What follows belongs to an exercise in optimizing a design on an open flow for small area; a production flow would make more cautious choices.
At most, simulation tests tie the RTL to the original design; equivalence was not proved.
For run 1, only the layout was checked, not whether the RTL still works.

==> design.v <==
`timescale 1fs / 1fs
module row_col_cod #(
		     parameter WORD_W = 8,
		     parameter ROW_W = 4,  
		     parameter SIZE = (1<<ROW_W)
		     )
   (
    input 		  rst,
    input 		  en,
    input 		  clk,
    input 		  off,
    input [WORD_W-1:0] 	  word_nxt,
    output reg [SIZE-1:0] r_all,
    output reg [SIZE-1:0] row,
    output reg [SIZE-1:0] col);
   integer 		  i;
   reg [WORD_W-1:0] 	  word;
   reg [WORD_W-ROW_W-1:0] r_all_bin, col_bin;
   always @ (posedge clk, posedge rst)
     if(rst)
       word <= {WORD_W{1'b0}};
     else if(en)
       word <= word_nxt;
   always @* begin
      r_all_bin = word>>ROW_W;
      col_bin = word[ROW_W-1:0];
      for(i = 0; i < SIZE ; i=i+1) begin
	 r_all[i] = ~off & ~(i < r_all_bin);
	 row[i] = ~off & (i == r_all_bin);
	 if(r_all_bin[0] == 0)
	   col[i] = ~off & (i < col_bin);
	 else
	   col[i] = ~off & (i >= (SIZE-col_bin));
      end
   end
endmodule
`timescale 1fs / 1fs
module row_col_cod_5x5 #(
		     parameter MAX = 25  
		     )
   (
    input 	     rst,
    input 	     en,
    input 	     clk,
    input 	     off,
    input [4:0]      word_nxt,
    output reg [4:0] r_all,
    output reg [4:0] row,
    output reg [4:0] col);
   parameter SIZE = 3'd5;  
   integer 	     i;
   reg [4:0] 	     word;    
   reg 		     inv;     
   reg 		     none;    
   always @ (posedge clk, posedge rst)
     if(rst) begin
	word <= 5'd0;
	inv <= 1'b0;
	none <= 1'b1;
     end
     else if(en) begin
	inv <= (word_nxt > MAX);
	if(word_nxt <= MAX) begin
	   word <= word_nxt;
	   none <= 1'b0;
	end
     end
   reg [2:0] 	     r_all_bin;
   reg [2:0] 	     col_bin;
   always @* begin
      if(word <= 5'd5)begin
	 r_all_bin = 3'd0;
	 col_bin = word;
      end
      else if(word <= 5'd10)begin
	 r_all_bin = 3'd1;
	 col_bin = word - 5'd5;
      end
      else if(word <= 5'd15)begin
	 r_all_bin = 3'd2;
	 col_bin = word - 5'd10;
      end
      else if(word <= 5'd20)begin
	 r_all_bin = 3'd3;
	 col_bin = word - 5'd15;
      end
      else begin
	 r_all_bin = 3'd4;
	 col_bin = word - 5'd20;
      end
      for(i = 0; i < SIZE ; i=i+1)begin
	 r_all[i] = ~off & (inv | ~(i < r_all_bin));
	 row[i] = ~none & (i == r_all_bin);
	 if(r_all_bin[0] == 0)
	   col[i] = ~none & (i < col_bin);
	 else
	   col[i] = ~none & (i >= (SIZE-col_bin));
      end
   end
endmodule  
`timescale 1fs / 1fs
module tdc_digital (
		    input 	  rst,
		    input 	  en,
		    input 	  clk,
		    input [6:0]  counter_in,
		    input [15:0] phase_in,
		    output [11:0] tdc_word);
   integer 				      j;
   reg 				      edge_flag;
   reg  [4:0] 			      edge_index_in;
   always @* begin
      edge_flag = 1'b0;
      edge_index_in = 5'd0;
      for (j=1; j<16; j = j+1) begin
	 if(phase_in[j-1]==1'b1 && phase_in[j]==1'b0) begin
	    edge_index_in = j-1'd1;
	    edge_flag = 1'b1;
	 end
	 if(phase_in[j-1]==1'b0 && phase_in[j]==1'b1) begin
	    edge_index_in = j-1'b1 + 5'd16;
	    edge_flag = 1'b1;
	 end
      end
      if(edge_flag == 1'b0)
	if(phase_in[5] == 1'b1)
	  edge_index_in = 5'd15;
	else
	  edge_index_in = 5'd31;
   end
   wire [6:0] counter_aux_in = phase_in[0] ? counter_in - 7'd1 : counter_in;
   reg [6:0]  counter_aux, counter_last;
   reg [4:0]  edge_index, edge_index_last;
   always @ (posedge clk, posedge rst)
     if(rst) begin
	counter_aux <= 7'd0;
	edge_index <= 5'd31;
	counter_last <= 7'd0;
	edge_index_last <= 5'd0;
     end
     else if(en) begin
	counter_aux <= counter_aux_in;
	edge_index <= edge_index_in;
	counter_last <= counter_aux;
	edge_index_last <= edge_index;
     end
   wire [6:0] counter_mod = counter_last - counter_aux;
   assign tdc_word = (counter_mod<<5) + edge_index - edge_index_last;
endmodule
`timescale 1fs / 1fs
module adpll_ctr0(
    input 	      rst,
    input 	      en,
    input 	      clk,
    input [26-1:0] FCW,
    input [1:0]       adpll_mode,
    output reg 	      channel_lock,
    output 	      channel_sat,
    input 	      data_mod,
    output 	      dco_pd,
    output [4:0]      dco_c_l_rall,
    output [4:0]      dco_c_l_row,
    output [4:0]      dco_c_l_col,
    output [15:0]     dco_c_m_rall,
    output [15:0]     dco_c_m_row,
    output [15:0]     dco_c_m_col,
    output [15:0]     dco_c_s_rall,
    output [15:0]     dco_c_s_row,
    output [15:0]     dco_c_s_col,
    output 	      tdc_pd,
    output 	      tdc_pd_inj,
    input [6:0]       tdc_ripple_count,
    input [15:0]      tdc_phase,
    input [3:0]       alpha_l,
    input [3:0]       alpha_m,
    input [3:0]       alpha_s_rx,
    input [3:0]       alpha_s_tx,
    input [3:0]       beta,
    input [2:0]       lambda_rx,
    input [2:0]       lambda_tx,
    input [1:0]       iir_n_rx,
    input [1:0]       iir_n_tx, 
    input [4:0]       FCW_mod,
    input [4:0]       dco_c_l_word_test,
    input [7:0]       dco_c_m_word_test,
    input [7:0]       dco_c_s_word_test,
    input 	      dco_pd_test,
    input 	      tdc_pd_test,
    input 	      tdc_pd_inj_test		 
		 );
   wire signed [4:0]  dco_c_l_word;
   wire signed [7:0]  dco_c_m_word;
   wire signed [7:0]  dco_c_s_word;
   wire [11:0] 	      tdc_word;
   parameter IDLE = 5'b00001, PU = 5'b00010, C_L = 5'b00100, C_M = 5'b01000, C_S = 5'b10000;
   parameter  PD = 2'd0, TEST = 2'd1, RX = 2'd2, TX = 2'd3;
   reg [26-1:0] FCW_last;
   reg [1:0] 	   adpll_mode_last;
   reg [3:0] 	   alpha;
   reg [8:0] 	   time_count, time_count_nxt;
   reg 		   dco_pd_state, dco_pd_state_nxt;
   reg 		   tdc_pd_state, tdc_pd_state_nxt;
   reg 		   tdc_pd_inj_state, tdc_pd_inj_state_nxt;
   reg [4:0] 	   state_rx, state_rx_nxt;
   reg 		   rst_accum, rst_accum_nxt;
   reg 		   rst_lock_detect_nxt, rst_lock_detect;
   reg 		   en_lock_detect_nxt, en_lock_detect;
   reg 		   channel_lock_nxt;
   reg 		   en_integral, en_integral_nxt;
   reg 		   en_mod,en_mod_nxt;
   reg 		   dec_off;  
   wire 	   rst_accum_all;
   wire        rst_lock_detect_all;
   wire signed [7:0] 		otw_int_round_sat;
   reg signed [4:0] 		otw_l_fixed, otw_l_fixed_nxt;
   reg signed [7:0] 		otw_m_fixed, otw_m_fixed_nxt;
   wire signed [27-1:0] 	      ph_diff;
   wire signed [27-1:0] 	      ph_diff_accum;
   reg signed [27-1:0] 	ph_diff_accum_last;
   wire signed [27-1:0] 	integral;
   wire signed [27-1:0] 	integral_beta;
   reg signed [27-1:0] 	integral_last;
   reg [1:0] 			iir_n;
   reg [2:0] 			lambda;
   wire signed [27-1:0] 	iir_out;
   wire signed [27-1:0] 	iir1_in, iir2_in, iir3_in;
   wire signed [27-1:0] 	iir1_out, iir2_out, iir3_out;
   reg signed [27-1:0] 	iir1_out_last, iir2_out_last, iir3_out_last;
   reg [7:0] 			      aux1, aux1_nxt, aux2, aux2_nxt;
   reg 				      aux1_oor, aux1_oor_nxt, aux2_oor, aux2_oor_nxt;
   reg [4:0] 			      aux1_count, aux1_count_nxt, aux2_count, aux2_count_nxt;
   reg 				      lock_detect, lock_detect_nxt;
   reg [7:0] 			      lock_detect_word, lock_detect_word_nxt;
   always @ (posedge clk, posedge rst)
     if(rst)
       dec_off <= 1'b1;
     else if(en)
       dec_off <= 1'b0;
   row_col_cod_5x5 row_col_cod_l(
			    .rst(rst),
			    .en(en),
			    .clk(clk),
			    .off(dec_off),
			    .word_nxt((dco_c_l_word[4]==0)?dco_c_l_word+5'd13:
				      dco_c_l_word-5'd19),
			    .r_all(dco_c_l_rall),
			    .row(dco_c_l_row),
			    .col(dco_c_l_col)
			    );
   row_col_cod row_col_cod_m(
			    .rst(rst),
			    .en(en),
			    .clk(clk),
			    .off(dec_off),
			    .word_nxt({~dco_c_m_word[7],dco_c_m_word[6:0]}),
			    .r_all(dco_c_m_rall),
			    .row(dco_c_m_row),
			    .col(dco_c_m_col)
			    );
   row_col_cod row_col_cod_s(
			    .rst(rst),
			    .en(en),
			    .clk(clk),
			    .off(dec_off),
			    .word_nxt({~dco_c_s_word[7],dco_c_s_word[6:0]}),
			    .r_all(dco_c_s_rall),
			    .row(dco_c_s_row),
			    .col(dco_c_s_col)
			    );
   tdc_digital tdc_digital0(
			  .clk(clk),
			  .rst(rst),
			  .en(en),
			  .counter_in(tdc_ripple_count),
			  .phase_in(tdc_phase),
			  .tdc_word(tdc_word));
   assign dco_pd = (adpll_mode == TEST)? dco_pd_test : dco_pd_state;
   assign tdc_pd = (adpll_mode == TEST)? tdc_pd_test : tdc_pd_state;
   assign tdc_pd_inj = (adpll_mode == TEST)? tdc_pd_inj_test : tdc_pd_inj_state;
   function [27+1:0] rip(input [27:0] a, input [27:0] b, input ci);
      integer i;
      reg     c;
      begin
	 c = ci;
	 for (i = 0; i <= 27; i = i + 1) begin
	    rip[i] = a[i] ^ b[i] ^ c;
	    c = (a[i] & b[i]) | (a[i] & c) | (b[i] & c);
	 end
	 rip[27+1] = c;
      end
   endfunction
   function [27+1:0] rca(input [27:0] a, input [27:0] b, input ci);
      integer i, d;
      reg [27:0] p, g, pp, gg;
      begin
	 p = a ^ b;
	 g = a & b;
	 g[0] = g[0] | (p[0] & ci);
	 pp = p;
	 gg = g;
	 for (d = 1; d <= 27; d = d * 2)
	   for (i = 2*d-1; i <= 27; i = i + 2*d) begin
	      gg[i] = gg[i] | (pp[i] & gg[i-d]);
	      pp[i] = pp[i] & pp[i-d];
	   end
	 for (d = 16; d >= 1; d = d / 2)
	   for (i = 3*d-1; i <= 27; i = i + 2*d) begin
	      gg[i] = gg[i] | (pp[i] & gg[i-d]);
	      pp[i] = pp[i] & pp[i-d];
	   end
	 rca[0] = p[0] ^ ci;
	 for (i = 1; i <= 27; i = i + 1)
	   rca[i] = p[i] ^ gg[i-1];
	 rca[27+1] = gg[27];
      end
   endfunction
   wire [27+1:0] ph_diff_hi = rip({{(27+1-12){1'b0}},FCW[26-1:14]},
				     ~{{(27+1-12){1'b0}},tdc_word}, 1'b1);
   assign ph_diff = {ph_diff_hi[27-1-14:0], FCW[14-1:0]};
   wire [27+1:0] accum_p = rip({1'b0,ph_diff_accum_last}, {1'b0,ph_diff}, 1'b0);
   wire [27-10:0] mod_add = {{(27-14){1'b0}},FCW_mod} & {(27-9){en_mod}};
   wire [27+1:0] accum_hi1 = rip({10'd0,accum_p[27-1:9]}, {10'd0,mod_add}, 1'b0);
   wire [27+1:0] accum_hi0 = rip({10'd0,accum_p[27-1:9]}, {10'd0,~mod_add}, 1'b1);
   assign ph_diff_accum = {data_mod ? accum_hi1[27-10:0] : accum_hi0[27-10:0],
			   accum_p[8:0]};
   assign rst_accum_all = rst | rst_accum;
   always @ (posedge clk, posedge rst_accum_all)
     if(rst_accum_all)
       ph_diff_accum_last <= 27'd0;
     else if(en)
       ph_diff_accum_last <= ph_diff_accum;
   wire [27+1:0] integral_s = rca({1'b0,iir_out}, {1'b0,integral_last}, 1'b0);
   assign integral = integral_s[27-1:0];
   assign integral_beta = integral >>> beta;
   always @ (posedge clk, posedge rst_accum_all)
      if(rst_accum_all)
         integral_last <= 27'd0;
      else if(en&en_integral)
	 integral_last <= integral;
   function [27-1:0] iir_stage(input [27-1:0] x, input [27-1:0] y, input [2:0] l);
      reg signed [27:0] d;
      reg [27+1:0] t;
      reg [27:0] ds;
      reg [7:0]     bw;
      begin
	 t = rip({x[27-1],x}, ~{y[27-1],y}, 1'b1);
	 d = t[27:0];
	 bw = d[7:0] ^ x[7:0] ^ y[7:0];
	 ds = d >>> l;
	 t = rca({1'b0,y}, {1'b0,ds[27-1:0]}, bw[l]);
	 iir_stage = t[27-1:0];
      end
   endfunction
   assign iir1_in = ph_diff_accum;
   assign iir1_out = iir_stage(iir1_in, iir1_out_last, lambda);
   assign iir2_in = iir1_out;
   assign iir2_out = iir_stage(iir2_in, iir2_out_last, lambda);
   assign iir3_in = iir2_out;
   assign iir3_out = iir_stage(iir3_in, iir3_out_last, lambda);
   assign iir_out = iir_n[1] ? (iir_n[0] ? iir3_out : iir2_out) :
		    (iir_n[0] ? iir1_out : iir1_in);
   always @ (posedge clk, posedge rst_accum_all )
     if(rst_accum_all) begin
	iir1_out_last <= 27'd0;
	iir2_out_last <= 27'd0;
	iir3_out_last <= 27'd0;
     end
     else if(en) begin
	iir1_out_last <= iir1_out;
	iir2_out_last <= iir2_out;
	iir3_out_last <= iir3_out;
     end
   wire signed [27-1:0] 	ntw;
   wire signed [27-1:0] 	otw;
   wire signed [27-1-14:0] otw_int;
   wire signed [27-1-14:0] otw_int_round;
   wire signed [27-1:0] 	iir_alpha = iir_out >>> alpha;
   wire signed [27-1:0] 	integral_term = integral_beta & {27{en_integral}};
   wire [27+1:0] ntw_s = rca({1'b0,integral_term}, {1'b0,iir_alpha}, 1'b0);
   assign ntw = ntw_s[27-1:0];
   assign otw = (ntw << 7);
   assign otw_int = otw[27-1:14];
   wire [27+1:0] otw_int_round_s = rca({{(14+1){1'b0}},otw_int}, {(27+1){1'b0}}, otw[13]);
   assign otw_int_round = otw_int_round_s[27-1-14:0];
   assign otw_int_round_sat = (state_rx == C_L)? ((otw_int_round > 16'sd12 ) ? 8'sd12 :
   			      ((otw_int_round < -16'sd13 ) ? -8'sd13:otw_int_round )) :
			      (otw_int_round > 16'sd127 ) ? 8'sd127 :
			      ((otw_int_round < -16'sd128 ) ? -8'sd128: otw_int_round);
   assign dco_c_l_word = (adpll_mode == TEST)? dco_c_l_word_test :
			 (((state_rx == C_L) && ~rst_accum )? otw_int_round_sat :
			  otw_l_fixed);
   assign dco_c_m_word = (adpll_mode == TEST)? dco_c_m_word_test :
			 (((state_rx == C_M) && ~rst_accum )? otw_int_round_sat :
			 otw_m_fixed);
   assign dco_c_s_word = (adpll_mode == TEST)? dco_c_s_word_test :
			 (((state_rx == C_S) && ~rst_accum )? otw_int_round_sat :
			 8'sd0);
   assign channel_sat = (dco_c_s_word == -8'sd128) || (dco_c_s_word == 8'sd127);
   always @ * begin
      state_rx_nxt = state_rx;
      otw_l_fixed_nxt = otw_l_fixed;
      otw_m_fixed_nxt = otw_m_fixed;
      time_count_nxt = time_count;
      dco_pd_state_nxt = dco_pd_state;
      tdc_pd_state_nxt = tdc_pd_state;
      tdc_pd_inj_state_nxt = tdc_pd_inj_state;
      rst_accum_nxt = rst_accum;
      rst_lock_detect_nxt = rst_lock_detect;
      en_lock_detect_nxt = en_lock_detect;
      alpha = alpha_s_rx;
      channel_lock_nxt = channel_lock;
      en_integral_nxt = en_integral;
      lambda = lambda_rx;
      iir_n = 2'd0;
      en_mod_nxt = en_mod;
      if( (FCW != FCW_last) || (adpll_mode != adpll_mode_last))
	state_rx_nxt = IDLE;
      else
	case(state_rx)
	  IDLE:
	    begin
	       time_count_nxt = 9'd0;
	       otw_l_fixed_nxt = 5'sd0;
	       otw_m_fixed_nxt = 8'sd0;
	       en_lock_detect_nxt = 1'b0;
	       rst_lock_detect_nxt = 1'b1;
	       channel_lock_nxt = 1'b0;
	       en_integral_nxt = 1'b0;
	       en_mod_nxt = 1'b0;
	       if(adpll_mode == PD) begin
		  dco_pd_state_nxt = 1'b1;
		  tdc_pd_state_nxt = 1'b1;
		  tdc_pd_inj_state_nxt = 1'b1;
	       end
	       if(adpll_mode == RX || adpll_mode == TX )
		 state_rx_nxt = PU;
	    end
	  PU: 
	    begin
	       time_count_nxt = time_count + 9'd1;
	       dco_pd_state_nxt = 1'b0;
	       case(time_count)
		 6'd16: tdc_pd_state_nxt = 1'b0;
		 6'd48: tdc_pd_inj_state_nxt = 1'b0;
		 7'd112:
		   begin
		      state_rx_nxt = C_L;
		      rst_accum_nxt = 1'b1;
		      time_count_nxt = 9'd0;
		   end
	       endcase
	    end
	  C_L:  
	    begin
	       rst_accum_nxt = 1'b0;
	       rst_lock_detect_nxt = 1'b0;
	       alpha = alpha_l;
	       en_lock_detect_nxt = 1'b1;
	       if(lock_detect & (~rst_lock_detect))begin
		  otw_l_fixed_nxt = lock_detect_word[4:0];
		  state_rx_nxt = C_M;
		  rst_accum_nxt = 1'b1;
		  rst_lock_detect_nxt = 1'b1;
	       end
	    end
	  C_M:  
	    begin
	       rst_accum_nxt = 1'b0;
	       alpha = alpha_m;
	       rst_lock_detect_nxt = 1'b0;
	       if(lock_detect & (~rst_lock_detect))begin
		  otw_m_fixed_nxt = lock_detect_word;
		  state_rx_nxt = C_S;
		  rst_accum_nxt = 1'b1;
		  en_lock_detect_nxt = 1'b0;
	       end
	    end
	  C_S:  
	    begin
	       case(adpll_mode)
		 RX:
		   begin
		      rst_accum_nxt = 1'b0;
		      alpha = alpha_s_rx;
		      iir_n = iir_n_rx;
		      lambda = lambda_rx;
		      time_count_nxt = time_count + 9'd1;
		      if(beta > 4'd0)
			en_integral_nxt = 1'b1;
		      if(time_count == 9'd480)
			channel_lock_nxt = 1'b1;   
		   end
		 TX:
		   begin
		      rst_accum_nxt = 1'b0;
		      alpha = alpha_s_tx;
		      iir_n = iir_n_tx;
		      lambda = lambda_tx;
		      time_count_nxt = time_count + 9'd1;
		      if(time_count == 9'd480)
			channel_lock_nxt = 1'b1;   
		      if(channel_lock == 1'b1)
			en_mod_nxt = 1'b1;
		   end
	       endcase
	    end
	endcase  
   end
   always @ (posedge clk, posedge rst)
     if(rst)begin
	state_rx <= IDLE;
	time_count <= 9'd0;
	dco_pd_state <= 1'b1;
	tdc_pd_state <= 1'b1;
	tdc_pd_inj_state <= 1'b1;
	rst_accum <= 1'b0;
	otw_l_fixed <= 5'sd0;
	otw_m_fixed <= 8'sd0;
	en_lock_detect <= 1'b0;
	rst_lock_detect <= 1'b0;
	channel_lock <= 1'b0;
	en_integral <= 1'b0;
	en_mod <= 1'b0;
	FCW_last <= 26'd0;
	adpll_mode_last <= 2'd0;
     end
     else if(en)begin
	state_rx <= state_rx_nxt;
	time_count <= time_count_nxt;
	dco_pd_state <= dco_pd_state_nxt;
	tdc_pd_state <= tdc_pd_state_nxt;
	tdc_pd_inj_state <= tdc_pd_inj_state_nxt;
	rst_accum <= rst_accum_nxt;
	otw_l_fixed <= otw_l_fixed_nxt;
	otw_m_fixed <= otw_m_fixed_nxt;
	en_lock_detect <= en_lock_detect_nxt;
	rst_lock_detect <= rst_lock_detect_nxt ;
	channel_lock <= channel_lock_nxt;
	en_integral <= en_integral_nxt;
	en_mod <= en_mod_nxt;
	FCW_last <= FCW;
	adpll_mode_last <= adpll_mode;
     end
   wire otw_int_round_oor = ~((&otw_int_round[12:7]) | ~(|otw_int_round[12:7]));
   wire match1 = ~aux1_oor & (otw_int_round_sat == aux1);
   wire match2 = ~aux2_oor & (otw_int_round_sat == aux2);
   always @ * begin
      aux1_nxt = aux1;
      aux2_nxt = aux2;
      aux1_oor_nxt = aux1_oor;
      aux2_oor_nxt = aux2_oor;
      aux1_count_nxt = aux1_count;
      aux2_count_nxt = aux2_count;
      lock_detect_nxt = lock_detect;
      lock_detect_word_nxt = lock_detect_word;
      if(match1) begin
	 aux1_count_nxt = aux1_count + 5'd1;
	 if(aux1_count_nxt == 5'd15 || (state_rx == C_L && aux1_count_nxt == 5'd8 )  )begin
	    lock_detect_nxt = 1'b1;
	    lock_detect_word_nxt = aux1;
	 end
      end
      else
	if(match2) begin
	   aux2_count_nxt = aux2_count + 5'd1;
	   if(aux2_count_nxt == 5'd15 || (state_rx == C_L && aux1_count == 5'd8 ) )begin
	      lock_detect_nxt = 1'b1;
	      lock_detect_word_nxt = aux2;
	   end
	end
	else begin
	   aux1_nxt = otw_int_round[7:0];
	   aux1_oor_nxt = otw_int_round_oor;
	   aux1_count_nxt = 5'd1;
	   aux2_nxt = aux1;
	   aux2_oor_nxt = aux1_oor;
	   aux2_count_nxt = aux1_count;
	end
   end
   assign rst_lock_detect_all  = rst|rst_lock_detect;
   always @ (posedge clk, posedge rst_lock_detect_all)
     if(rst_lock_detect_all)begin
	aux1 <= 8'hff;
	aux2 <= 8'hff;
	aux1_oor <= 1'b0;
	aux2_oor <= 1'b0;
	aux1_count <= 5'h0;
	aux2_count <= 5'h0;
	lock_detect <= 1'b0;
	lock_detect_word <= 8'hff;
     end
     else if(en & en_lock_detect)begin
	aux1 <= aux1_nxt;
	aux2 <= aux2_nxt;
	aux1_oor <= aux1_oor_nxt;
	aux2_oor <= aux2_oor_nxt;
	aux1_count <= aux1_count_nxt;
	aux2_count <= aux2_count_nxt;
	lock_detect <= lock_detect_nxt;
	lock_detect_word <= lock_detect_word_nxt;
     end
endmodule
`timescale 1fs / 1fs
module adpll_ctr
   (
    input                     rst,
    input                     clk,
    input                     valid,
    input [5-1:0] address,
    input [26-1:0] wdata,
    input                     wstrb,
    output [1:0]              rdata,
    output reg                ready,
    input                     data_mod,  
    output                    dco_pd,
    output reg [1:0]          dco_osc_gain,
    output [4:0]              dco_c_l_rall,
    output [4:0]              dco_c_l_row,
    output [4:0]              dco_c_l_col,
    output [15:0]             dco_c_m_rall,
    output [15:0]             dco_c_m_row,
    output [15:0]             dco_c_m_col,
    output [15:0]             dco_c_s_rall,
    output [15:0]             dco_c_s_row,
    output [15:0]             dco_c_s_col,
    output                    tdc_pd,
    output                    tdc_pd_inj,
    output reg [2:0]          tdc_ctr_freq,
    input [6:0]               tdc_ripple_count,
    input [15:0]              tdc_phase
    );
   always @(posedge clk, posedge rst) begin
     if (rst)
       ready <= 1'b0;
     else
       ready <= valid;
   end
   reg                        rst_soft;
   reg [26-1:0]            FCW;
   reg [1:0]                  adpll_mode;
   reg                        en;
   reg [3:0]                  alpha_l;
   reg [3:0]                  alpha_m;
   reg [3:0]                  alpha_s_rx;
   reg [3:0]                  alpha_s_tx;
   reg [3:0]                  beta;
   reg [2:0]                  lambda_rx;
   reg [2:0]                  lambda_tx;
   reg [1:0]                  iir_n_rx;
   reg [1:0]                  iir_n_tx;
   reg [4:0]                  FCW_mod;
   reg signed [4:0]           dco_c_l_word_test;
   reg signed [7:0]           dco_c_m_word_test;
   reg signed [7:0]           dco_c_s_word_test;
   reg                        dco_pd_test;
   reg                        tdc_pd_test;
   reg                        tdc_pd_inj_test;
   wire                       rst_int;
   assign rst_int = rst | rst_soft;
   wire                       channel_lock;
   wire                       channel_sat;
   assign rdata = (address == (5'd0))? {{1'b0}, channel_lock}:
                  (address == (5'd23))? {{1'b0}, channel_sat}:
                  {2'b11};
   always @ (posedge clk, posedge rst) begin
     if (rst) begin
        rst_soft <= 1'b0;
        FCW <= 26'h2620000;  
        adpll_mode <= 2'b0;
        en <= 1'b0;
        alpha_l <= 4'd14;
        alpha_m <= 4'd8;
        alpha_s_rx <= 4'd7;
        alpha_s_tx <= 4'd4;
        beta <= 4'd0;
        lambda_rx <= 3'd2;
        lambda_tx <= 3'd2;
        iir_n_rx <= 2'd3;
        iir_n_tx <= 2'd2;
        FCW_mod <= 5'b01001;  
        dco_c_l_word_test <= 5'sd0;
        dco_c_m_word_test <= 8'sd0;
        dco_c_s_word_test <= 8'sd0;
        dco_pd_test <= 1'b1;
        tdc_pd_test <= 1'b1;
        tdc_pd_inj_test <= 1'b1;
        tdc_ctr_freq <= 3'b100;
        dco_osc_gain <= 2'b10;
     end else if (valid & wstrb) begin
        case (address)
          (5'd1): rst_soft <= wdata[0];
          (5'd2): FCW <= wdata[26-1:0];
          (5'd3): adpll_mode <= wdata[1:0];
          (5'd4): en <= wdata[0];
          (5'd5): alpha_l <= wdata[3:0];
          (5'd6): alpha_m <= wdata[3:0];
          (5'd7): alpha_s_rx <= wdata[3:0];
          (5'd8): alpha_s_tx <= wdata[3:0];
          (5'd9): beta <= wdata[3:0];
          (5'd10): lambda_rx <= wdata[2:0];
          (5'd11): lambda_tx <= wdata[2:0];
          (5'd12): iir_n_rx <= wdata[1:0];
          (5'd13): iir_n_tx <= wdata[1:0];
          (5'd14): FCW_mod <= wdata[4:0];
          (5'd15): dco_c_l_word_test <= wdata[4:0];
          (5'd16): dco_c_m_word_test <= wdata[7:0];
          (5'd17): dco_c_s_word_test <= wdata[7:0];
          (5'd18): dco_pd_test <= wdata[0];
          (5'd19): tdc_pd_test <= wdata[0];
          (5'd20): tdc_pd_inj_test <= wdata[0];
          (5'd21): tdc_ctr_freq <= wdata[2:0];
          (5'd22): dco_osc_gain <= wdata[1:0];
          default:;
        endcase
     end
   end
   adpll_ctr0 adpll_ctr0
     (
	  .clk               (clk),
	  .rst               (rst_int),
	  .en                (en),
	  .FCW               (FCW[26-1:0]),
	  .adpll_mode        (adpll_mode[1:0]),
	  .data_mod          (data_mod),
	  .tdc_ripple_count  (tdc_ripple_count[6:0]),
	  .tdc_phase         (tdc_phase[15:0]),
	  .alpha_l           (alpha_l[3:0]),
	  .alpha_m           (alpha_m[3:0]),
	  .alpha_s_rx        (alpha_s_rx[3:0]),
	  .alpha_s_tx        (alpha_s_tx[3:0]),
	  .beta              (beta[3:0]),
	  .lambda_rx         (lambda_rx[2:0]),
	  .lambda_tx         (lambda_tx[2:0]),
	  .iir_n_rx          (iir_n_rx[1:0]),
	  .iir_n_tx          (iir_n_tx[1:0]),
	  .FCW_mod           (FCW_mod[4:0]),
	  .dco_c_l_word_test (dco_c_l_word_test[4:0]),
	  .dco_c_m_word_test (dco_c_m_word_test[7:0]),
	  .dco_c_s_word_test (dco_c_s_word_test[7:0]),
	  .dco_pd_test       (dco_pd_test),
	  .tdc_pd_test       (tdc_pd_test),
	  .tdc_pd_inj_test   (tdc_pd_inj_test),
	  .channel_lock      (channel_lock),
	  .channel_sat       (channel_sat),
	  .dco_pd            (dco_pd),
	  .dco_c_l_rall      (dco_c_l_rall[4:0]),
	  .dco_c_l_row       (dco_c_l_row[4:0]),
	  .dco_c_l_col       (dco_c_l_col[4:0]),
	  .dco_c_m_rall      (dco_c_m_rall[15:0]),
	  .dco_c_m_row       (dco_c_m_row[15:0]),
	  .dco_c_m_col       (dco_c_m_col[15:0]),
	  .dco_c_s_rall      (dco_c_s_rall[15:0]),
	  .dco_c_s_row       (dco_c_s_row[15:0]),
	  .dco_c_s_col       (dco_c_s_col[15:0]),
	  .tdc_pd            (tdc_pd),
	  .tdc_pd_inj        (tdc_pd_inj)
      );
endmodule
==> run.sh <==
#!/bin/bash
# synth_recipe.tcl (not shown) runs the flow's synth.tcl, then flattens the netlist and writes it again
# the make line also repeats each setting of config.mk as NAME=value (left out here)
make -C /OpenROAD-flow-scripts/flow DESIGN_CONFIG=/design/flow/config.mk WORK_HOME=/design/flow/orfs CLKGATE_MAP_FILE= SYNTH_SCRIPT=/design/flow/synth_recipe.tcl finish
==> config.mk <==
export PLATFORM = sky130hd
export DESIGN_NAME = adpll_ctr
export DESIGN_NICKNAME = adpll_ctr
export VERILOG_FILES = /design/flow/design.v
export SDC_FILE = /design/flow/constraint.sdc
export NUM_CORES = 4
export LEC_CHECK = 0
export ABC_AREA = 1
export CAP_MARGIN = 20
export CORE_MARGIN = 2
export CORE_UTILIZATION = 40
export PLACE_DENSITY = 0.6
export SLEW_MARGIN = 20
==> constraint.sdc <==
create_clock -name core_clock -period 40.0 [get_ports {clk}]
set_input_delay 8.0000 -clock core_clock [delete_from_list [all_inputs] [get_ports {clk}]]
set_output_delay 8.0000 -clock core_clock [all_outputs]
set_load 0.01 [all_outputs]
==> notes.md, run 1 <==
status complete, no violations; clock sinks 379; Max Buffers Root-to-Sink 3; most frequent cell after synthesis nand2_1; Ports 181; die width 297.4 um; port bufs 180; slowest stage delay, CP 0.60 ns; DRT iter0 DRCs 2626; worst hold-check path type flop to flop; Reg2Reg Depth 137; die area 88420 um2; EDFF count, synth 0; register-to-register setup slack 9.83 ns; share of layout cells above drive strength 1 0.1619; WL per Instance 17.25 um; top sig layer met4; WL met2 48.86 mm; worst clock skew 0.03882 ns; Fmax 25.71 MHz; CTS Buf Count 47; Slew headroom 0.3249; Area Overhead vs Synth 22.94%; largest net degree at the start of global routing 93; Worst-path clk slew 0.06 ns; Final min period 38.89 ns; Crit Path Max Fanout 5; TritonCTS clock tree done; multi-input logic area 22520 um2; WHS Path Cells 2; sequential area share after synthesis 0.2777; DRT met1 WL 51.60 mm; gr usage total 0.2450; cell taking the most area after synthesis dfrtp_1; most used cell, CP fa_2; vias in the first global route 31750; measured slew at the worst slew-check pin 1.013 ns; via/cell ratio 5.189; Fin. Hold Viols 0; RR Endpoint adpll_ctr0.aux2[6]; Final WS setup 1.106 ns; ANT nets after route 0; Yosys reg bits 379; CP Capture Type primary output; clock root buffer clkbuf_16; area share of the leading cell type in the synthesized netlist 0.2326; CP Class input port to primary output; synthesized cell area 34420 um2; Final nets 5616; slowest CP cell fa_2; initial antenna violation count 1; H-tree depth 2; worst hold start adpll_ctr0.lock_detect_word[7]; DR vias 32980; Storage cell area 9562 um2; pins over their slew limit 0; arrival time worst endpoint 30.89 ns; WHS Endpoint adpll_ctr0.lock_detect_word[7]; core area 85280 um2; reg-to-reg startpoint FCW[0]; Synth top cells by count nand2_1 (1217), o21ai_0 (633), inv_1 (537); Synth warnings 5; FP Rows 107; met3 WL post-DR 6.501 mm; placed wire-length estimate 83.67 mm; Avg Inst Size Synth 7.336 um2; Worst EP required 32.00 ns; maxcap violations 0; DRC 0; Initial Utilization 0.4036; clock latency at the later pin of the worst-skew pair 0.62 ns; Synth Flop Type dfrtp_1; CP Launch Type input port; hold_ws 0.4687 ns; Area contributors post-synth dfrtp_1 (23%), nand2_1 (13%), fa_1 (9.8%), o21ai_0 (9.2%), ha_1 (7.9%); Place WS -1.599 ns; Setup violations, final 0; fillcell total 8503; Die Ht 297.4 um; WL final 109.7 mm; global-route wire length before repair 175.2 mm; Mapped Cells 4692; final period utilization 0.9724; Yosys cell types 71; grt total ovfl 0; Initial DRT Pass Iterations 6; Post-synth ARST share 1.000; GP Congestion 0.9378; post-synth net total 5135; RSZ-0062 raised after global routing yes
## logic make-up (layout without fill, tap and decap cells)
family	after synthesis	after routing	synth area share
other	0	1	0
adder cells (fa/ha/maj)	384	384	0.1762
AND/OR/NAND/NOR	1908	1908	0.2324
multiplexers	80	80	0.02414
XOR/XNOR	162	162	0.04122
AO/OA/AOI/OAI	1021	1021	0.1640
flip-flops	379	379	0.2777
buffers and inverters	758	1278	0.08433
## area by class of cell
type                       instances  share of cell area
sequential                       379              0.2260
timing repair buffer             613              0.1192
tap                             1144             0.03383
clock inverter                    20            0.005647
clock buffer                      68             0.03158
inverter                         577             0.05142
antenna                            1          0.00005913
multi-input combinational       3555              0.5323
## cell usage in the layout, fill, tap and decap left out, types with 68 or more instances in the layout
cell type        count
xnor2_1             81
nand2_1           1204
fa_1               121
inv_1              530
clkdlybuf4s50_1    178
o21ai_0            588
a21oi_1            161
dfrtp_1            319
xor2_1              74
nand3_1            188
nor2_1             316
buf_4              432
mux2i_1             68
ha_1               213
## stage by stage
step	std cells	instance area, um2	util	TNS (ns)
4_1_cts	6336	41810	0.4902	0
3_5_place_dp	6227	39920	0.4681	-1.599
6_report	6357	42320	0.4962	0
2_1_floorplan	4692	34420	-	0
3_3_place_gp	6227	39920	0.4681	-1.095
5_1_grt	6356	42310	0.4962	-0.1945
## state kept, by name (all words and copies together), names as in the netlist, 7 cells and up
signal                                flops
adpll_ctr0.iir1_out_last                 27
adpll_ctr0.iir2_out_last                 27
adpll_ctr0.iir3_out_last                 27
adpll_ctr0.integral_last                 27
adpll_ctr0.ph_diff_accum_last            27
FCW                                      26
adpll_ctr0.FCW_last                      26
adpll_ctr0.time_count                     9
adpll_ctr0.aux1                           8
adpll_ctr0.aux2                           8
adpll_ctr0.lock_detect_word               8
adpll_ctr0.otw_m_fixed                    8
adpll_ctr0.row_col_cod_m.word             8
adpll_ctr0.row_col_cod_s.word             8
dco_c_m_word_test                         8
dco_c_s_word_test                         8
adpll_ctr0.tdc_digital0.counter_aux       7
adpll_ctr0.tdc_digital0.counter_last      7
## worst max-delay path, delay by kind of cell
kind                       cells  cell delay [ns]
and+or+nand+nor               34             3.33
buffers and inverters         17             1.49
AOI/OAI and AO/OA             29             3.59
adders and majority gates     38            13.53
xor gates and xnor gates       3             0.50
muxes                          2             0.39
## how the worst max path moves through the flow
| stage | start | endpoint | slack, ns | cells past startpoint |
|---|---|---|---|---|
| after CTS | data_mod | rdata[0] | 0.003 | 133 |
| after global routing | data_mod | rdata[0] | -0.19 | 131 |
| final | data_mod | rdata[0] | 1.11 | 123 |
| after detailed placement | data_mod | rdata[0] | -1.60 | 121 |
| after global placement | data_mod | rdata[0] | -1.10 | 121 |
| after floorplan | data_mod | rdata[0] | 0.58 | 122 |
## what timing repair did
action / 4_1_cts / 5_1_grt
pin swaps: 17 / 64
setup endpoints to repair: 1 / 1
hold buffers: 0 / 0
gates resized for setup: 58 / 135
buffers inserted: 21 / 20
cloned: 0 / 0
## layer usage
metal | up-vias | global-route usage
met2 | 965 | 0.3870
met4 | 0 | 0.05904
met5 | - | 0
met1 | 15590 | 0.3563
met3 | 159 | 0.03009
li1 | 16270 | -
==> run 2: changes to the inputs <==
--- a/design.v
+++ b/design.v
@@ -344,5 +344,5 @@
       reg [7:0]     bw;
       begin
-	 t = rip({x[27-1],x}, ~{y[27-1],y}, 1'b1);
+	 t = rca({x[27-1],x}, ~{y[27-1],y}, 1'b1);
 	 d = t[27:0];
 	 bw = d[7:0] ^ x[7:0] ^ y[7:0];
==> run 2 against run 1 <==
- clock skew fell by 0.0050 ns
- first-iteration DRC count fell by 7.0%
- critical path type unchanged
- highest routed layer unchanged
- largest cell class unchanged
- still clean on timing, DRC and antenna
==> notes.md, run 2 <==
most frequent cell after synthesis nand2_1; synthesized cell area 35400 um2 (+2.9%); pins over their slew limit 0 (unchanged); area share of the leading cell type in the synthesized netlist 0.2262 (-0.006454); Max Buffers Root-to-Sink 3 (unchanged); largest net degree at the start of global routing 136 (+46%); worst clock skew 0.03379 ns (-0.005028 ns); Initial Utilization 0.4019 (-0.001778); WHS Endpoint adpll_ctr0.lock_detect; port bufs 180 (unchanged); Yosys reg bits 379 (unchanged); multi-input logic area 22740 um2 (+0.98%); Ports 181 (unchanged); Storage cell area 9562 um2 (unchanged); via/cell ratio 5.205 (+0.32%); Mapped Cells 4805 (+2.4%); RR Endpoint adpll_ctr0.aux1[0]; FP Rows 109 (+1.9%); die area 90910 um2 (+2.8%); reg-to-reg startpoint FCW[0]; sequential area share after synthesis 0.2700 (-0.007703); global-route wire length before repair 164.1 mm (-6.3%); CP Class input port to primary output; most common cell after layout, fill and taps aside nand2_1; worst hold-check path type flop to flop; register-to-register setup slack 10.89 ns (+1.06 ns); final period utilization 0.9373 (-0.03509); maxcap violations 0 (unchanged); DR vias 31700 (-3.9%); CTS Buf Count 48 (+2.1%); clock latency at the later pin of the worst-skew pair 0.62 ns (about the same); WL per Instance 16.64 um (-3.6%); CP startpoint data_mod; status complete, no violations; DP Cell Count 5998 (-3.7%); RSZ-0062 raised after global routing no; Reg2Reg Depth 133 (-2.9%); WL final 101.3 mm (-7.6%); DRC 0 (unchanged); GP Congestion 0.9112 (-2.8%); TritonCTS clock tree done; placed wire-length estimate 77.45 mm (-7.4%); Die Ht 301.5 um (+1.4%); most used cell, CP nand2_1; worst hold start adpll_ctr0.lock_detect; Avg Inst Size Synth 7.368 um2 (+0.43%); Worst-path clk slew 0.06 ns (about the same); Synth warnings 5 (unchanged); Synth top cells by count nand2_1 (1183), o21ai_0 (648), inv_1 (597); share of layout cells above drive strength 1 0.06603 (-0.09590); WHS Path Cells 2 (unchanged); Area Overhead vs Synth 12.53%; most frequent cells in the layout nand2_1 (1182), o21ai_0 (647), inv_1 (594), dfrtp_1 (319), ha_1 (272); Fmax 26.67 MHz (+3.7%); Area contributors post-synth dfrtp_1 (23%), nand2_1 (13%), ha_1 (9.6%), o21ai_0 (9.2%), fa_1 (8.5%); clock root buffer clkbuf_16; CP Launch Type input port; EDFF count, synth 0 (unchanged); setup total negative slack 0 ns (unchanged); Final min period 37.49 ns (-1.403 ns); Slew headroom 0.2979 (-0.02695); H-tree depth 2 (unchanged); measured slew at the worst slew-check pin 1.052 ns (+0.03927 ns); post-synth net total 5286 (+2.9%); Fin. Hold Viols 0 (unchanged); post-CTS setup buffers 0 (-100%); Setup violations, final 0 (unchanged); gr usage total 0.2232 (-0.02183); vias in the first global route 30430 (-4.2%); Non-Filler Instances 6089 (-4.2%); Crit Path Max Fanout 34 (+29); Post-synth ARST share 1.000 (unchanged); arrival time worst endpoint 29.49 ns (-1.40 ns); initial antenna violation count 2 (+1); Worst EP required 32.00 ns (about the same); core area 88100 um2 (+3.3%); ANT nets after route 0 (unchanged); Initial DRT Pass Iterations 6 (unchanged); DRT iter0 DRCs 2442 (-7.0%); die width 301.5 um (+1.4%); Final nets 5364 (-4.5%); grt total ovfl 0 (unchanged); clock sinks 379 (unchanged); CP Capture Type primary output; Yosys cell types 74 (+4.2%); slowest CP cell o21ai_0; cell taking the most area after synthesis dfrtp_1; slowest stage delay, CP 0.66 ns (+0.06 ns); fillcell total 9000 (+5.8%); Synth Flop Type dfrtp_1
[run 2: worst max-delay path, delay by kind of cell]
family / cells / cell delay [ns]
AO/OA/AOI/OAI: 41 / 8.05
XOR/XNOR: 4 / 0.81
adder cells (fa/ha/maj): 17 / 6.40
buffers and inverters: 10 / 1.49
multiplexers: 1 / 0.18
AND/OR/NAND/NOR: 40 / 4.51
[run 2: final cells by class]
cell class / instances / area share
flip-flops and latches: 379 / 0.2400
clock buffers: 74 / 0.03486
multi-input cells: 3616 / 0.5709
well taps: 1165 / 0.03659
repair buffers: 214 / 0.05191
clock inverters: 15 / 0.006532
inverters: 624 / 0.05910
diodes: 2 / 0.0001256
[run 2: through the flow]
stage | area, um2 | setup slack [ns] | utilization | hold slack, ns
after floorplan | 35400 | 5.921 | - | 0.4218
after global placement | 38190 | 2.374 | 0.4335 | 0.4383
after detailed placement | 38190 | 1.853 | 0.4335 | 0.4415
after CTS | 39840 | 1.764 | 0.4522 | 0.4560
after global routing | 39840 | 0.3040 | 0.4522 | 0.4745
final | 39840 | 2.509 | 0.4522 | 0.4546
[run 2: cell families after synthesis]
family / count (synthesis) / share of synthesized area
AOI/OAI and AO/OA: 1080 / 0.1682
xor gates and xnor gates: 177 / 0.04400
buffers and inverters: 810 / 0.08871
muxes: 95 / 0.02704
and+or+nand+nor: 1842 / 0.2212
DFF: 379 / 0.2700
adders and majority gates: 422 / 0.1809
[run 2: how the worst max path moves through the flow]
stage | depth (start not counted) | slack [ns] | endpoint
after floorplan | 119 | 5.92 | rdata[0]
after detailed placement | 119 | 1.85 | rdata[0]
after global placement | 115 | 2.37 | rdata[0]
after global routing | 116 | 0.30 | rdata[0]
final | 113 | 2.51 | rdata[0]
after CTS | 119 | 1.76 | rdata[0]
[run 2: layer usage]
layer / routed length (um) / up-vias / GRT usage
met5: 0 / - / 0
met4: 2079 / 0 / 0.05021
met3: 4839 / 114 / 0.02637
met2: 44260 / 695 / 0.3478
met1: 50140 / 14960 / 0.3302
li1: - / 15930 / -
[run 2: what timing repair did]
| action | 4_1_cts | 5_1_grt |
|---|---|---|
| hold buffers | 0 | 0 |
| setup endpoints to repair | 0 | 1 |
| endpoints found under the hold margin | 0 | 0 |
| resized for setup | 0 | 3 |
==> run 3: changes to the inputs <==
==> flow/run.sh (new file) <==
#!/bin/bash
# Standard ORFS layout (the standard.sh, standard synthesis unchanged) with
# two changes: the port buffers use the smallest buffer cell, and clock tree
# synthesis inserts no dummy loads and builds the tree from clkbuf_4 cells.
set -euo pipefail
cd "$(dirname "$0")/.."
export BUFFER_PORTS_ARGS="-buffer_cell sky130_fd_sc_hd__buf_1"
export CTS_ARGS="-sink_clustering_enable -repair_clock_nets -dont_use_dummy_load -buf_list sky130_fd_sc_hd__clkbuf_4"
bash standard.sh > flow_standard.log 2>&1
==> standard.sh (new file) <==
#!/bin/bash
# synth_recipe.tcl (not shown) runs the flow's synth.tcl, then flattens the netlist and writes it again
# the make line also repeats each setting of config.mk as NAME=value (left out here)
make -C /OpenROAD-flow-scripts/flow DESIGN_CONFIG=/design/flow/config.mk WORK_HOME=/design/flow/orfs CLKGATE_MAP_FILE= SYNTH_SCRIPT=/design/flow/synth_recipe.tcl "${@:-finish}"
removed: run.sh
==> run 3 against run 2 <==
- still clean
- critical path depth rose by 6
- register-to-register slack got worse by 0.38 ns
- global-route usage fell by 0.11 points
- worst hold slack got worse by 0.027 ns
- highest routed layer unchanged
- die area did not move
- flip-flop and latch count did not move
- core utilization fell by 2.2 points
- largest cell class unchanged
- clock-buffer cell count rose by 36
==> notes.md, run 3 <==
WL final 100.1 mm (-1.2%); clock root buffer clkbuf_4; cell taking the most area after synthesis dfrtp_1; Mapped Cells 4805 (unchanged); Synth top cells by count nand2_1 (1183), o21ai_0 (648), inv_1 (597); Synth Flop Type dfrtp_1; setup total negative slack 0 ns (unchanged); most common cell after layout, fill and taps aside nand2_1; status complete, no violations; die area 90910 um2 (unchanged); CP Capture Type primary output; Place WS 2.746 ns (+0.8931 ns); port bufs 180 (unchanged); post_cts resized 0 (unchanged); Ports 181 (unchanged); GP Congestion 0.8946 (-1.8%); vias in the first global route 30930 (+1.6%); Worst-path clk slew 0.06 ns (about the same); gr usage total 0.2221 (-0.001098); Fmax 26.71 MHz (+0.14%); clock latency at the later pin of the worst-skew pair 0.93 ns (+0.31 ns); grt total ovfl 0 (unchanged); Synth warnings 5 (unchanged); Slew headroom 0.2806 (-0.01731); core area 88100 um2 (unchanged); post-synth net total 5286 (unchanged); Area Overhead vs Synth 6.966%; share of layout cells above drive strength 1 0.07267 (+0.006642); worst clock skew 0.1291 ns (+0.09531 ns); most frequent cells in the layout nand2_1 (1182), o21ai_0 (648), inv_1 (594), dfrtp_1 (319), ha_1 (272); initial antenna violation count 2 (unchanged); Area contributors post-synth dfrtp_1 (23%), nand2_1 (13%), ha_1 (9.6%), o21ai_0 (9.2%), fa_1 (8.5%); Crit Path Max Fanout 23 (-32%); maxcap violations 0 (unchanged); post-layout instance area 37870 um2 (-4.9%); die width 301.5 um (unchanged); Avg Inst Size Synth 7.368 um2 (unchanged); slowest CP cell fa_1; WL per Instance 16.40 um (-1.5%); Fin. Hold Viols 0 (unchanged); largest net degree at the start of global routing 136 (unchanged); area share of the leading cell type in the synthesized netlist 0.2262 (unchanged); via/cell ratio 5.234 (+0.54%); post-CTS setup buffers 0 (unchanged); RSZ-0062 raised after global routing no; Post-synth ARST share 1.000 (unchanged); clock sinks 379 (unchanged); CP Class input port to primary output; sequential area share after synthesis 0.2700 (unchanged); delay-heaviest family, CP compound AO/OA/AOI/OAI gates; DRT iter0 DRCs 2365 (-3.2%); placed wire-length estimate 76.18 mm (-1.6%); slowest stage delay, CP 0.55 ns (-0.11 ns); hold_ws 0.4280 ns (-0.02660 ns); most frequent cell after synthesis nand2_1; Worst EP required 32.00 ns (about the same); pins over their slew limit 0 (unchanged); Setup violations, final 0 (unchanged); final period utilization 0.9360 (-0.001313); Yosys cell types 74 (unchanged); Initial Utilization 0.4019 (unchanged); TritonCTS clock tree done; H-tree depth 3 (+1); worst hold-check path type flop to flop; Final nets 5423 (+1.1%); Max Buffers Root-to-Sink 3 (unchanged); arrival time worst endpoint 29.44 ns (-0.05 ns); synthesized cell area 35400 um2 (unchanged); CTS hold repair buffers 0 (unchanged); ANT nets after route 0 (unchanged); fillcell total 9287 (+3.2%); most used cell, CP nand2_1; measured slew at the worst slew-check pin 1.079 ns (+0.02712 ns); worst path bufs/invs 11 (+1); DRC 0 (unchanged); EDFF count, synth 0 (unchanged); Yosys reg bits 379 (unchanged); Die Ht 301.5 um (unchanged); Final min period 37.44 ns (-0.05253 ns); FP Rows 109 (unchanged); dpl cell area 37040 um2 (-3.0%); DR vias 31960 (+0.84%); CTS Buf Count 110 (+130%); global-route wire length before repair 163.4 mm (-0.42%); CP Launch Type input port; Initial DRT Pass Iterations 8 (+2); Final WS setup 2.562 ns (+0.05253 ns)
run 3: routing by layer:
metal / track usage / wire length, um / vias to the layer above
met5: 0 / 0 / -
met4: 0.07355 / 2830 / 0
met3: 0.03170 / 5470 / 145
met2: 0.3387 / 43290 / 852
met1: 0.3221 / 48540 / 14950
li1: - / - / 16010
run 3: path summary, 6_finish.rpt:
path                                          from                      to  slack [ns]  cells past startpoint
worst max-delay path                      data_mod                rdata[0]        2.56                    119
min in group asynchronous                 rst_soft  adpll_ctr0.state_rx[3]        0.46                      1
worst min-delay path            adpll_ctr0.aux1[5]      adpll_ctr0.aux2[5]        0.43                      2
worst min register to register  adpll_ctr0.aux1[5]      adpll_ctr0.aux2[5]        0.43                      2
max in group asynchronous                      rst                 FCW[15]       31.39                      3
worst max register to register              FCW[0]     adpll_ctr0.aux1_oor       10.51                    133
run 3: logic make-up after synthesis:
kind of cell / share of synthesized area
muxes: 0.02704
and+or+nand+nor: 0.2212
DFF: 0.2700
adders and majority gates: 0.1809
xor gates and xnor gates: 0.04400
AOI/OAI and AO/OA: 0.1682
buffers and inverters: 0.08871
run 3: cell type report:
type | instances | area (um2) | area share
Antenna cell | 2 | 5.005 | 0.0001322
Clock buffer | 110 | 825.8 | 0.02181
Inverter | 624 | 2355 | 0.06218
Multi-Input combinational cell | 3616 | 22740 | 0.6006
Sequential cell | 379 | 9562 | 0.2525
Tap cell | 1165 | 1458 | 0.03849
Timing Repair Buffer | 211 | 920.9 | 0.02432
run 3: through the flow:
stage / utilization / cells
after floorplan: - / 4805
after global placement: 0.4204 / 5995
after detailed placement: 0.4204 / 5995
after CTS: 0.4298 / 6105
after global routing: 0.4298 / 6107
final: 0.4298 / 6107
run 3: tightest hold or removal path: cells and delay by family (launching register included):
kind             cells  cell delay [ns]
AO/OA/AOI/OAI        1             0.05
AND/OR/NAND/NOR      1             0.07
flip-flops           1             0.38
==> run 4: changes to the inputs <==
==> flow/run.sh (replaced) <==
#!/bin/bash
# Standard ORFS layout (the standard.sh, standard synthesis unchanged) with
# two changes: the port buffers use the smallest buffer cell, and clock tree
# synthesis inserts no dummy loads.
set -euo pipefail
cd "$(dirname "$0")/.."
export BUFFER_PORTS_ARGS="-buffer_cell sky130_fd_sc_hd__buf_1"
export CTS_ARGS="-sink_clustering_enable -repair_clock_nets -dont_use_dummy_load"
bash standard.sh > flow_standard.log 2>&1
--- a/config.mk
+++ b/config.mk
@@ -10,4 +10,5 @@
 export CORE_MARGIN = 2
 export CORE_UTILIZATION = 40
+export CTS_BUF_LIST = sky130_fd_sc_hd__clkbuf_4
 export PLACE_DENSITY = 0.6
 export SLEW_MARGIN = 20
==> run 4 against run 3 <==
- setup slack improved by 0.0067 ns
- area after synthesis unchanged
- highest routed layer unchanged
- critical path type unchanged
- still clean
- clock skew decreased by 0.057 ns
- largest cell class unchanged
- die area unchanged
- global-route usage decreased by 0.17 points
- via count decreased by 0.83%
- critical path depth unchanged
- design area increased by 0.98%
==> notes.md, run 4 <==
pins over their slew limit 0 (unchanged); measured slew at the worst slew-check pin 1.068 ns (-0.01151 ns); cell taking the most area after synthesis dfrtp_1; Synth top cells by count nand2_1 (1183), o21ai_0 (648), inv_1 (597); EDFF count, synth 0 (unchanged); gr usage total 0.2204 (-0.001744); delay-heaviest family, CP compound AO/OA/AOI/OAI gates; Avg Inst Size Synth 7.368 um2 (unchanged); final period utilization 0.9358 (about the same); sequential area share after synthesis 0.2700 (unchanged); Crit Path Max Fanout 23 (unchanged); Ports 181 (unchanged); die width 301.5 um (unchanged); post-CTS setup buffers 0 (unchanged); CP Launch Type input port; worst path bufs/invs 11 (unchanged); TritonCTS clock tree done; H-tree depth 2 (-1); DRT iter0 DRCs 2375 (+0.42%); Post-synth ARST share 1.000 (unchanged); most frequent cells in the layout nand2_1 (1182), o21ai_0 (648), inv_1 (594), dfrtp_1 (319), ha_1 (272); die area 90910 um2 (unchanged); Area Overhead vs Synth 8.019%; Fmax 26.72 MHz (about the same); reg-to-reg startpoint FCW[0]; synthesized cell area 35400 um2 (unchanged); clock root buffer clkbuf_16; RSZ-0062 raised after global routing no; Yosys reg bits 379 (unchanged); Initial DRT Pass Iterations 8 (unchanged); CTS Buf Count 48 (-56%); WL per Instance 16.52 um (+0.73%); post_cts resized 0 (unchanged); most frequent cell after synthesis nand2_1; grt total ovfl 0 (unchanged); Die Ht 301.5 um (unchanged); fillcell total 9201 (-0.93%); port bufs 180 (unchanged); via/cell ratio 5.244 (+0.20%); setup total negative slack 0 ns (unchanged); post-layout instance area 38240 um2 (+0.98%); initial antenna violation count 1 (-1); DP Cell Count 5995 (unchanged); Area contributors post-synth dfrtp_1 (23%), nand2_1 (13%), ha_1 (9.6%), o21ai_0 (9.2%), fa_1 (8.5%); most common cell after layout, fill and taps aside nand2_1; maxcap violations 0 (unchanged); DRC 0 (unchanged); Mapped Cells 4805 (unchanged); Non-Filler Instances 6044 (-1.0%); worst clock skew 0.07206 ns (-0.05704 ns); CTS hold repair buffers 0 (unchanged); dpl cell area 37040 um2 (unchanged); Storage cell area 9562 um2 (unchanged); global-route wire length before repair 162.6 mm (-0.54%); Worst EP required 32.00 ns (about the same); WL final 99.83 mm (-0.31%); Final min period 37.43 ns (-0.006670 ns); worst hold-check path type flop to async pin; share of layout cells above drive strength 1 0.06089 (-0.01179); vias in the first global route 30440 (-1.6%); largest net degree at the start of global routing 136 (unchanged); Synth Flop Type dfrtp_1; GP Congestion 0.8946 (unchanged); ANT nets after route 0 (unchanged); Max Buffers Root-to-Sink 3 (unchanged); Worst-path clk slew 0.06 ns (about the same); core area 88100 um2 (unchanged); Layout Utilization 0.4341 (+0.004233); Final nets 5361 (-1.1%); most used cell, CP nand2_1; post-synth net total 5286 (unchanged); placed wire-length estimate 76.18 mm (unchanged); clock sinks 379 (unchanged); Initial Utilization 0.4019 (unchanged); DR vias 31700 (-0.83%); Yosys cell types 74 (unchanged); multi-input logic area 22740 um2 (unchanged); CP startpoint data_mod; arrival time worst endpoint 29.43 ns (about the same); clock latency at the later pin of the worst-skew pair 0.62 ns (-0.31 ns); area share of the leading cell type in the synthesized netlist 0.2262 (unchanged); CP Capture Type primary output; slowest stage delay, CP 0.55 ns (about the same); Slew headroom 0.2883 (+0.007672); Fin. Hold Viols 0 (unchanged); Synth warnings 5 (unchanged); Setup violations, final 0 (unchanged); slowest CP cell fa_1; status complete, no violations; FP Rows 109 (unchanged); CP Class input port to primary output
==> run 4: cell types whose count changed in the layout (fill, tap and decap cells not counted), sizes merged <==
cell / change
diode: -1
clkbuf: -62
==> run 4: through the flow <==
| stage | setup slack (ns) | hold WS (ns) |
|---|---|---|
| 4_1_cts | 2.703 | 0.4527 |
| 3_5_place_dp | 2.746 | 0.4383 |
| 5_1_grt | 0.3242 | 0.4782 |
| 6_report | 2.568 | 0.4536 |
| 2_1_floorplan | 5.921 | 0.4218 |
| 3_3_place_gp | 3.183 | 0.4405 |
==> run 4: logic make-up after synthesis <==
family,count (synthesis),synth area share
buffers and inverters,810,0.08871
adders and majority gates,422,0.1809
xor gates and xnor gates,177,0.04400
DFF,379,0.2700
and+or+nand+nor,1842,0.2212
muxes,95,0.02704
AOI/OAI and AO/OA,1080,0.1682
==> run 4: worst paths after layout <==
| check | endpoint | slack, ns | depth (start not counted) |
|---|---|---|---|
| hold reg to reg | adpll_ctr0.rst_lock_detect | 0.45 | 1 |
| min in group core_clock | adpll_ctr0.aux2[5] | 0.46 | 2 |
| max in group asynchronous | adpll_ctr0.tdc_digital0.counter_last[1] | 31.09 | 3 |
| setup / recovery | rdata[0] | 2.57 | 119 |
| hold / removal | adpll_ctr0.rst_lock_detect | 0.45 | 1 |
| setup reg to reg | adpll_ctr0.aux1_oor | 10.56 | 133 |
==> run 4: final cells by class <==
| class | count | area share |
|---|---|---|
| Tap cell | 1165 | 0.03812 |
| Timing Repair Buffer | 211 | 0.02408 |
| Multi-Input combinational cell | 3616 | 0.5947 |
| Inverter | 624 | 0.06157 |
| Antenna cell | 1 | 0.00006543 |
| Sequential cell | 379 | 0.2500 |
| Clock buffer | 48 | 0.03141 |
==> run 4: worst register-to-register path: cells and delay by family, from the launching register on <==
| kind | cells | cell delay (ns) |
|---|---|---|
| and+or+nand+nor | 42 | 6.52 |
| xor gates and xnor gates | 4 | 0.86 |
| adders and majority gates | 44 | 14.69 |
| AOI/OAI and AO/OA | 34 | 6.10 |
| muxes | 1 | 0.19 |
| DFF | 1 | 0.41 |
| buffers and inverters | 8 | 0.59 |
==> run 4: layer usage <==
layer  wire length [um]  global-route usage  part of all wire
met5                  0                   0                 0
met4               2678             0.05929             0.027
met3               5234             0.02990             0.052
met2              43290              0.3410              0.43
met1              48620              0.3216              0.49

[port drivers added, routing unchanged]
How much do the figures lean on ideal ports? The routed layouts below were timed once more, with nothing changed but the port constraints. Step 1 sets driving cells, clkbuf_16 on the clock port and buf_2 on the other inputs (assumed; they add their load-dependent delay and slew). Step 2 times the ports against the registers' clock, not the clock port: input delays grow and output delays shrink by t, the midpoint of the rising clock arrivals with the driver on. a / b / c = ideal ports / drivers / drivers and shift; a / b = the first two.
| run | t, ns | slack for setup (ns) | latest minus earliest clock arrival (ns) | worst register clock-pin slew, ns | cell pins on the clock port's net |
|---|---|---|---|---|---|
| run 1 | 0.667 | 1.106 / 1.085 / 1.085 | 0.039 / 0.039 | 0.06 / 0.06 | 1 |
| run 2 | 0.676 | 2.509 / 2.489 / 2.489 | 0.034 / 0.034 | 0.07 / 0.07 | 1 |
| run 3 | 0.925 | 2.562 / 2.537 / 2.537 | 0.129 / 0.129 | 0.07 / 0.07 | 1 |
| run 4 | 0.642 | 2.568 / 2.544 / 2.544 | 0.072 / 0.072 | 0.06 / 0.06 | 1 |
After both steps setup and hold are still met in every run listed. For run 3, which loses most, drivers alone change the setup slack by -0.025 ns; drivers and shift together by -0.025 ns.
